Source: an optimization exercise on an open RTL-to-GDS flow (aim: small area). Production flows keep margins and buffers that such runs may drop.
Where RTL was checked, it was by simulation tests only, not by an equivalence proof against the original.

==> ember: inputs <==
==> flow/design.v (excerpt) <==
module full_CAE(
input [31:0] i1,
input [31:0] i2,
input [31:0] i3,
input [31:0] i4,
input [31:0] i5,
input [31:0] i6,
input [31:0] i7,
input [31:0] i8,
input dir,
input clk,
input reset,
input enable,
output [31:0] o1,
output [31:0] o2,
output [31:0] o3,
output [31:0] o4,
output [31:0] o5,
output [31:0] o6,
output [31:0] o7,
output [31:0] o8
);
==> module cae_reg, before the edit <==
module cae_reg(
    input             clk,
    input             e,
    input             d,
    input      [31:0] x,
    input      [31:0] y,
    output reg [31:0] lo,
    output reg [31:0] hi
    );
    wire sw = (x < y) ^ d;
    wire ls = e & sw;
    wire lk = e & ~sw;
    wire h  = ~e;
    always @(posedge clk) begin
        lo <= ({32{ls}} & y) | ({32{lk}} & x) | ({32{h}} & lo);
        hi <= ({32{ls}} & x) | ({32{lk}} & y) | ({32{h}} & hi);
    end
endmodule
export LEC_CHECK = 0
export CAP_MARGIN = 20
export CORE_MARGIN = 2
export CORE_UTILIZATION = 45
export SLEW_MARGIN = 20
create_clock -name core_clock -period 4.5 [get_ports {clk}]
standard.sh (not shown) runs the stock make flow with config.mk's settings and CLKGATE_MAP_FILE= SYNTH_SCRIPT=/design/flow/synth_recipe.tcl, a recipe that flattens the netlist after the stock synthesis.
==> flow/flow/run.sh <==
#!/bin/bash
# Own layout flow: the standard ORFS flow with these changes:
#  - synthesis is the standard flow's synthesis script, except that ABC maps the logic for
#    area (flow/amap.script) and Yosys does not extract half/full adders;
#    registers are inferred and mapped exactly as in the standard synthesis;
#  - ports get the smallest buffer, and CTS inserts no dummy loads.
# Every tool's output is kept: make.log here, ORFS's per-step logs in orfs/logs.
set -euo pipefail
W=$(pwd)
F=$W/flow

cat > $W/my_synth.tcl <<EOT
proc abc {args} {
  set i [lsearch -exact \$args -script]
  if { \$i >= 0 } {
    set args [lreplace \$args [expr {\$i + 1}] [expr {\$i + 1}] $F/amap.script]
  }
  puts "own flow: abc \$args"
  yosys abc {*}\$args
}
proc extract_fa {args} {
  puts "own flow: no extract_fa"
}
source $W/synth_recipe.tcl
EOT

make -C "$FLOW_HOME" DESIGN_CONFIG=$W/config.mk WORK_HOME=$W/orfs CLKGATE_MAP_FILE= \
  SYNTH_SCRIPT=$W/my_synth.tcl \
  BUFFER_PORTS_ARGS="-buffer_cell sky130_fd_sc_hd__buf_1" \
  CTS_ARGS="-sink_clustering_enable -repair_clock_nets -dont_use_dummy_load" \
  finish > $W/make.log 2>&1

R=$W/orfs/results/$FLOW_PLATFORM/full_CAE/base
: # left out here: write the final layout as DEF
==> flow/flow/amap.script <==
strash
dch
amap
topo
stime -c
==> inputs of juniper, as changes to ember <==
--- a/flow/design.v
+++ b/flow/design.v
@@ -1 +1,43 @@
+module lt32(
+    input  [31:0] a,
+    input  [31:0] b,
+    output        lt
+    );
+    function f;
+        input [31:0] a, b;
+        integer i, j, n;
+        reg [1:0] l, p;
+        reg c, q;
+        begin
+            for (j = 0; j < 2; j = j + 1) begin
+                c = 1'b0;
+                q = 1'b1;
+                for (i = 16 * j; i < 16 * j + 16; i = i + 1) begin
+                    c = (~a[i] & b[i]) | (~a[i] & c) | (b[i] & c);
+                    q = q & (~a[i] | b[i]);
+                end
+                l[j] = c;
+                p[j] = q;
+            end
+            for (n = 1; n >= 1; n = n / 2)
+                for (i = 0; i < n; i = i + 1) begin
+                    l[i] = l[2*i+1] | (p[2*i+1] & l[2*i]);
+                    p[i] = p[2*i+1] & p[2*i];
+                end
+            f = l[0];
+        end
+    endfunction
+    assign lt = f(a, b);
+endmodule
+module sel3(
+    input  s1,
+    input  s0,
+    input  h,
+    input  v1,
+    input  v0,
+    input  q,
+    output d
+    );
+    assign d = (s1 & v1) | (s0 & v0) | (h & q);
+endmodule
 module cae_reg(
@@ -9,3 +51,5 @@
     );
-    wire sw = (x < y) ^ d;
+    wire lt;
+    lt32 c(x, y, lt);
+    wire sw = lt ^ d;
     wire ls = e & sw;
@@ -13,5 +57,13 @@
     wire h  = ~e;
+    wire [31:0] dlo, dhi;
+    genvar i;
+    generate
+        for (i = 0; i < 32; i = i + 1) begin : b
+            sel3 slo(ls, lk, h, y[i], x[i], lo[i], dlo[i]);
+            sel3 shi(ls, lk, h, x[i], y[i], hi[i], dhi[i]);
+        end
+    endgenerate
     always @(posedge clk) begin
-        lo <= ({32{ls}} & y) | ({32{lk}} & x) | ({32{h}} & lo);
-        hi <= ({32{ls}} & x) | ({32{lk}} & y) | ({32{h}} & hi);
+        lo <= dlo;
+        hi <= dhi;
     end
==> flow/flow/run.sh (replaced) <==
#!/bin/bash
# Own layout flow: the standard ORFS flow with these changes:
#  - synthesis is the standard flow's synthesis script, except that Yosys does not extract
#    half/full adders, modules lt32 (comparator) and sel3 (one register input
#    bit) are mapped on their own before the design is flattened, and ABC maps
#    for area: lt32 with flow/mapa.script, the rest with flow/amap.script.
#    Registers are inferred and mapped exactly as in the standard synthesis.
#  - ports get the smallest buffer, and CTS inserts no dummy loads.
# Every tool's output is kept: make.log here, ORFS's per-step logs in orfs/logs.
set -euo pipefail
# clock tree: no dummy loads; the buffers CTS may use
CTS_ARGS="-sink_clustering_enable -repair_clock_nets -dont_use_dummy_load"
W=$(pwd)
F=$W/flow

cat > $W/my_synth.tcl <<EOT
proc abc {args} {
  set i [lsearch -exact \$args -script]
  set a2 [lreplace \$args [expr {\$i + 1}] [expr {\$i + 1}] $F/mapa.script]
  puts "own flow: abc \$a2 lt32"
  yosys abc {*}\$a2 lt32
  set a1 [lreplace \$args [expr {\$i + 1}] [expr {\$i + 1}] $F/amap.script]
  puts "own flow: abc \$a1"
  yosys abc {*}\$a1
}
proc extract_fa {args} {
  puts "own flow: no extract_fa"
}
source $W/synth_recipe.tcl
EOT

make -C "$FLOW_HOME" DESIGN_CONFIG=$W/config.mk WORK_HOME=$W/orfs CLKGATE_MAP_FILE= \
  SYNTH_SCRIPT=$W/my_synth.tcl \
  SYNTH_KEEP_MODULES="lt32 sel3" \
  BUFFER_PORTS_ARGS="-buffer_cell sky130_fd_sc_hd__buf_1" \
  CTS_ARGS="$CTS_ARGS" \
  finish > $W/make.log 2>&1

R=$W/orfs/results/$FLOW_PLATFORM/full_CAE/base
: # left out here: write the final layout as DEF
==> flow/flow/mapa.script (new file) <==
strash
dch
map -a
topo
stime -c
==> flow_metrics.env <==
export IMPL_taps=2044
export IMPL_area_delta_synth_final_pct=15.37
export IMPL_syn_mean_instance_area_um2=10.39
export IMPL_status="timing/DRC/antenna clean"
export IMPL_buf_share=0.03847
export IMPL_critPathTopFamily="simple AND/OR/NAND/NOR gates"
export IMPL_rr_startpoint="p13.q[30]$_DFFE_PP_"
export IMPL_synth_seq_area_share=0.5993
export IMPL_vias=59070
export IMPL_cp_depth=13
export IMPL_clk_share=0.05844
That was ember.
==> flow_metrics.env <==
export IMPL_synth_flop_cell="dfxtp_1"
export IMPL_vias=55520
export IMPL_critPathTopFamily="compound AO/OA/AOI/OAI gates"
export IMPL_synth_seq_area_share=0.6169
export IMPL_taps=2016
export IMPL_max_stage_delay_ps=800
export IMPL_internal_power_mw=36.01
export IMPL_syn_mean_instance_area_um2=11.30
export IMPL_die_w_um=392.1
export IMPL_area_delta_synth_final_pct=15.51
export IMPL_status="timing/DRC/antenna clean"
export IMPL_instances_no_fill=8829
export IMPL_cp_depth=21
That was juniper.
Function not checked in juniper: the RTL went through the layout flow alone.

port drivers added, routing unchanged:
The results above use ideal ports. As a check the final layouts listed here were re-extracted and re-timed, cells and wires unchanged.
Step 1: set_driving_cell puts a clkbuf_16 on clk and a buf_2 on each other input, an assumption about the parent block.
Step 2 times the ports against the registers' clock, not the clock port: input delays grow and output delays shrink by t, the midpoint of the rising clock arrivals with the driver on.
Three values: ideal ports, drivers, drivers and shift; two values: the first two.
run | t, ns | slack for setup (ns) | latest minus earliest clock arrival (ns) | worst slew at a driven data input, ns
ember | 0.879 | 0.246 / 0.246 / 0.246 | 0.064 / 0.064 | 0.06
juniper | 0.867 | 0.236 / 0.236 / 0.236 | 0.073 / 0.072 | 0.15
After both steps setup and hold are still met in every run listed.
